This design comes from an exercise in tuning for small area on the open sky130 flow, not from production work. Only simulation tests tie the RTL to the original design; equivalence was not proved. The clock port is modelled as an ideal driver; clocking choices that lean on that would not hold on a real chip. Power is estimated from default activity; no workload was simulated.

v22:
// color_find
module color_find #(
    parameter DISPLAY_W = 640,
    parameter DISPLAY_H = 480
) (
    input clk,
    input reset,
    input [9:0] x_pixel,
    input [9:0] y_pixel,
    input [3:0] R,
    input [3:0] G,
    input [3:0] B,
    output logic [1:0] USER
);
Size: roughly 470 cells after synthesis, roughly 47 flip-flops, about 36 I/O pins, about 0.0029 mm2 of cells after synthesis.
export LEC_CHECK = 0
export ABC_AREA = 1
export CAP_MARGIN = 20
export CORE_MARGIN = 2
export CORE_UTILIZATION = 40
export SLEW_MARGIN = 20
export SYNTH_HIERARCHICAL = 1
export SYNTH_MINIMUM_KEEP_SIZE = 0
export BUFFER_PORTS_ARGS = -buffer_cell sky130_fd_sc_hd__buf_1
export CTS_ARGS = -sink_clustering_enable -repair_clock_nets -dont_use_dummy_load -buf_list sky130_fd_sc_hd__clkbuf_16 -root_buf sky130_fd_sc_hd__clkbuf_16 -sink_clustering_size 50 -sink_clustering_max_diameter 500
create_clock -name core_clock -period 160.0 [get_ports {clk}]
standard.sh (not shown) runs the stock make flow with config.mk's settings and CLKGATE_MAP_FILE= SYNTH_SCRIPT=/design/flow/synth_recipe.tcl, a recipe that flattens the netlist after the stock synthesis.
==> flow/flow/run.sh <==
#!/bin/bash
# Standard ORFS layout with two changes:
#  - synthesis maps with flow/abc_area.script (area-oriented ABC mapping, no
#    ABC buffering/upsizing); everything else in synthesis is the standard flow's own
#    standard synthesis (synth_recipe.tcl), so registers are unchanged;
#  - no full-adder extraction, buf_1 port buffers and a smaller clock
#    tree (flow/extra.mk).
set -euo pipefail
rm -rf scripts_mod
cp -r "$FLOW_HOME/scripts" scripts_mod
cp flow/abc_area.script scripts_mod/abc_area.script
cat flow/extra.mk >> config.mk
export SCRIPTS_DIR="$PWD/scripts_mod"
bash standard.sh > standard.log 2>&1
==> flow/flow/abc_area.script <==
strash
dch
amap
topo
==> flow/flow/extra.mk <==
# no full-adder extraction: ABC maps all logic
export ADDER_MAP_FILE =
# small buffers on the ports (the standard flow picks clkdlybuf4s50_1)
export BUFFER_PORTS_ARGS = -buffer_cell sky130_fd_sc_hd__buf_1
# smaller clock tree, no dummy loads
export CTS_ARGS = -sink_clustering_enable -repair_clock_nets -dont_use_dummy_load -buf_list sky130_fd_sc_hd__clkbuf_16 -root_buf sky130_fd_sc_hd__clkbuf_16 -sink_clustering_size 50 -sink_clustering_max_diameter 500
Modified inputs, v47 compared to v22
- swapping -sink_clustering_enable -repair_clock_nets -dont_use_dummy_load -buf_list sky130_fd_sc_hd__clkbuf_16 -root_buf sky130_fd_sc_hd__clkbuf_16 -sink_clustering_size 50 -sink_clustering_max_diameter 500 for -repair_clock_nets -dont_use_dummy_load -buf_list sky130_fd_sc_hd__clkbuf_8 -root_buf sky130_fd_sc_hd__clkbuf_8 in CTS_ARGS
==> flow/flow/extra.mk <==
# no full-adder extraction: ABC maps all logic
export ADDER_MAP_FILE =
# small buffers on the ports (the standard flow picks clkdlybuf4s50_1)
export BUFFER_PORTS_ARGS = -buffer_cell sky130_fd_sc_hd__buf_1
# smaller clock tree, no dummy loads
export CTS_ARGS = -repair_clock_nets -dont_use_dummy_load -buf_list sky130_fd_sc_hd__clkbuf_8 -root_buf sky130_fd_sc_hd__clkbuf_8
==> results.txt <==
v47 vs. v22: sequential fraction of total cell area grew by 0.49 points; average wire length per cell after detail routing roughly the same; maximum frequency has remained practically unchanged. Compared v47 against v22; fraction of cell area in non-clock buffers within noise. [compare] base=v22 new=v47: delay of the slowest cell on the worst path shows no meaningful change, worst vdd rail ir drop shows a reduction of 0.000017 mV, clock power shows a reduction of about 32%, total power shows a reduction of 3.0 uW. Reported for v47 and v22, pre-CTS setup slack turned out identical to the last digit. v47 and v22 ended up with nearly the same clock insertion delay at the later pin of the skew report. v47 vs. v22: power share of the sequential group went up by 4.9 points.
For v38, these inputs were changed with respect to v47:
- changing CTS_ARGS from -repair_clock_nets -dont_use_dummy_load -buf_list sky130_fd_sc_hd__clkbuf_8 -root_buf sky130_fd_sc_hd__clkbuf_8 to -sink_clustering_enable -repair_clock_nets -dont_use_dummy_load -buf_list sky130_fd_sc_hd__clkbuf_8 -root_buf sky130_fd_sc_hd__clkbuf_8
diff --git a/flow/flow/extra.mk b/flow/flow/extra.mk
--- a/flow/flow/extra.mk
+++ b/flow/flow/extra.mk
@@ -6 +6 @@
-export CTS_ARGS = -repair_clock_nets -dont_use_dummy_load -buf_list sky130_fd_sc_hd__clkbuf_8 -root_buf sky130_fd_sc_hd__clkbuf_8
+export CTS_ARGS = -sink_clustering_enable -repair_clock_nets -dont_use_dummy_load -buf_list sky130_fd_sc_hd__clkbuf_8 -root_buf sky130_fd_sc_hd__clkbuf_8
Notes after the runs:
Between v47 and v38, the combinational power share does not differ in any meaningful way. | total routing usage reported by global routing | v38 vs v47 | ≈ equal |. Count of clock-buffer cells in the layout came out exactly the same in v47 and v38. Area fraction in and, or, nand and nor cells after synthesis came out exactly the same in v47 and v38. Reported for v47 and v38, synthesized area turned out identical to the last digit.

========
red:
Another version of the RTL of color_find (not shown whole).
Size: ~420 cells after synthesis, about 47 flip-flops, roughly 0.0027 mm^2 of cells after synthesis.
export LEC_CHECK = 0
export ABC_AREA = 1
export CAP_MARGIN = 20
export CORE_MARGIN = 2
export CORE_UTILIZATION = 70
export SLEW_MARGIN = 20
export SYNTH_HIERARCHICAL = 1
export SYNTH_MINIMUM_KEEP_SIZE = 0
export BUFFER_PORTS_ARGS = -buffer_cell sky130_fd_sc_hd__buf_1
export CTS_ARGS = -sink_clustering_enable -repair_clock_nets -dont_use_dummy_load -buf_list sky130_fd_sc_hd__clkbuf_4 -root_buf sky130_fd_sc_hd__clkbuf_4
export PRE_CTS_TCL = /design/flow/flow/pre_cts.tcl
create_clock -name core_clock -period 160.0 [get_ports {clk}]
==> flow/flow/run.sh <==
#!/bin/bash
# Standard ORFS layout with two changes:
#  - synthesis maps with flow/abc_area.script (area-oriented ABC mapping, no
#    ABC buffering/upsizing); everything else in synthesis is the standard flow's own
#    standard synthesis (synth_recipe.tcl), so registers are unchanged;
#  - no full-adder extraction, buf_1 port buffers and a smaller clock
#    tree (flow/extra.mk).
set -euo pipefail
rm -rf scripts_mod
cp -r "$FLOW_HOME/scripts" scripts_mod
cp flow/abc_area.script scripts_mod/abc_area.script
cat flow/extra.mk >> config.mk
if [[ -f flow/pre_cts.tcl ]]; then echo "export PRE_CTS_TCL = $PWD/flow/pre_cts.tcl" >> config.mk; fi
export SCRIPTS_DIR="$PWD/scripts_mod"
bash standard.sh > standard.log 2>&1
==> flow/flow/extra.mk <==
# no full-adder extraction: ABC maps all logic
export ADDER_MAP_FILE =
# small buffers on the ports (the standard flow picks clkdlybuf4s50_1)
export BUFFER_PORTS_ARGS = -buffer_cell sky130_fd_sc_hd__buf_1
# smaller clock tree, no dummy loads
export CTS_ARGS = -sink_clustering_enable -repair_clock_nets -dont_use_dummy_load -buf_list sky130_fd_sc_hd__clkbuf_4 -root_buf sky130_fd_sc_hd__clkbuf_4
==> flow/flow/pre_cts.tcl <==
# Clock buffers placed by hand: the flip-flops are split by x into
# 4 groups of equal size; each group gets one sky130_fd_sc_hd__clkbuf_4 at its middle,
# driven by the clock port.
set ffs {}
foreach inst [[ord::get_db_block] getInsts] {
  if { [[$inst getMaster] isSequential] } {
    set loc [$inst getLocation]
    lappend ffs [list [lindex $loc 0] [lindex $loc 1] $inst]
  }
}
set ffs [lsort -integer -index 0 $ffs]
set n [llength $ffs]
set k 4
set dbu [[ord::get_db_tech] getDbUnitsPerMicron]
for { set g 0 } { $g < $k } { incr g } {
  set lo [expr { $g * $n / $k }]
  set hi [expr { ($g + 1) * $n / $k }]
  set xs 0; set ys 0; set pins {}
  for { set i $lo } { $i < $hi } { incr i } {
    set e [lindex $ffs $i]
    set xs [expr { $xs + [lindex $e 0] }]
    set ys [expr { $ys + [lindex $e 1] }]
    set inst [lindex $e 2]
    foreach it [$inst getITerms] {
      if { [[$it getMTerm] getSigType] == "CLOCK" || [[$it getMTerm] getName] == "CLK" } {
        lappend pins [get_pins [$inst getName]/[[$it getMTerm] getName]]
      }
    }
  }
  set m [expr { $hi - $lo }]
  set x [expr { $xs / $m / double($dbu) }]
  set y [expr { $ys / $m / double($dbu) }]
  puts "pre_cts: group $g: $m flip-flops, [llength $pins] clock pins, buffer at $x $y"
  insert_buffer -buffer_cell sky130_fd_sc_hd__clkbuf_4 -net clk -load_pins $pins -buffer_name clkbuf_g$g -location [list $x $y]
}
Scripts as last shown in full above: flow/flow/abc_area.script
--- input diff red..blue ---
Settings: CTS_ARGS changed from -sink_clustering_enable -repair_clock_nets -dont_use_dummy_load -buf_list sky130_fd_sc_hd__clkbuf_4 -root_buf sky130_fd_sc_hd__clkbuf_4 to -sink_clustering_enable -repair_clock_nets -dont_use_dummy_load -buf_list sky130_fd_sc_hd__clkbuf_16 -root_buf sky130_fd_sc_hd__clkbuf_16.
==> flow/flow/extra.mk <==
# no full-adder extraction: ABC maps all logic
export ADDER_MAP_FILE =
# small buffers on the ports (the standard flow picks clkdlybuf4s50_1)
export BUFFER_PORTS_ARGS = -buffer_cell sky130_fd_sc_hd__buf_1
# smaller clock tree, no dummy loads
export CTS_ARGS = -sink_clustering_enable -repair_clock_nets -dont_use_dummy_load -buf_list sky130_fd_sc_hd__clkbuf_16 -root_buf sky130_fd_sc_hd__clkbuf_16
diff --git a/flow/flow/pre_cts.tcl b/flow/flow/pre_cts.tcl
--- a/flow/flow/pre_cts.tcl
+++ b/flow/flow/pre_cts.tcl
@@ -1,3 +1,3 @@
 # Clock buffers placed by hand: the flip-flops are split by x into
-# 4 groups of equal size; each group gets one sky130_fd_sc_hd__clkbuf_4 at its middle,
+# 3 groups of equal size; each group gets one sky130_fd_sc_hd__clkbuf_8 at its middle,
 # driven by the clock port.
@@ -12,3 +12,3 @@
 set n [llength $ffs]
-set k 4
+set k 3
 set dbu [[ord::get_db_tech] getDbUnitsPerMicron]
@@ -33,3 +33,3 @@
   puts "pre_cts: group $g: $m flip-flops, [llength $pins] clock pins, buffer at $x $y"
-  insert_buffer -buffer_cell sky130_fd_sc_hd__clkbuf_4 -net clk -load_pins $pins -buffer_name clkbuf_g$g -location [list $x $y]
+  insert_buffer -buffer_cell sky130_fd_sc_hd__clkbuf_8 -net clk -load_pins $pins -buffer_name clkbuf_g$g -location [list $x $y]
 }
### Flow results
Summary of blue over red: flip-flop and latch count now sits at about the same level, area of all placed cells without fillers now sits higher. When the final numbers for blue and red were put side by side, the met3 capacity usage during global routing turned out to be greater in blue. blue: full flow OK, the timing, DRC and antenna checks passed. Changes observed in blue relative to red: met2 usage in global routing increased 15 points, setup slack decreased 0.27 ns, global-route usage increased 11 points.

-- what the ideal ports hide --
The flow's constraints put no driver on any port. The routed layouts listed below were extracted and timed again, unchanged, in two steps. Step 1, drivers: a clkbuf_16 drives clk and a buf_2 each remaining input, both assumed. Step 2 times the ports against the registers' clock, not the clock port: input delays grow and output delays shrink by t, the midpoint of the rising clock arrivals with the driver on. a / b / c = no drivers / after step 1 / after step 2; a / b = the first two.
run | t, ns | setup slack, ns | worst register clock-pin slew, ns
v22 | 0.307 | 121.526 / 121.538 / 121.231 | 0.07 / 0.07
v47 | 0.307 | 121.573 / 121.580 / 121.273 | 0.09 / 0.09
v38 | 0.307 | 121.573 / 121.580 / 121.273 | 0.09 / 0.09
red | 0.211 | 121.070 / 121.088 / 120.877 | 0.12 / 0.12
blue | 0.643 | 120.795 / 120.808 / 120.165 | 0.05 / 0.05
After both steps setup and hold are still met in every run listed. For blue, which loses most, drivers alone change the setup slack by +0.013 ns; drivers and shift together by -0.630 ns.
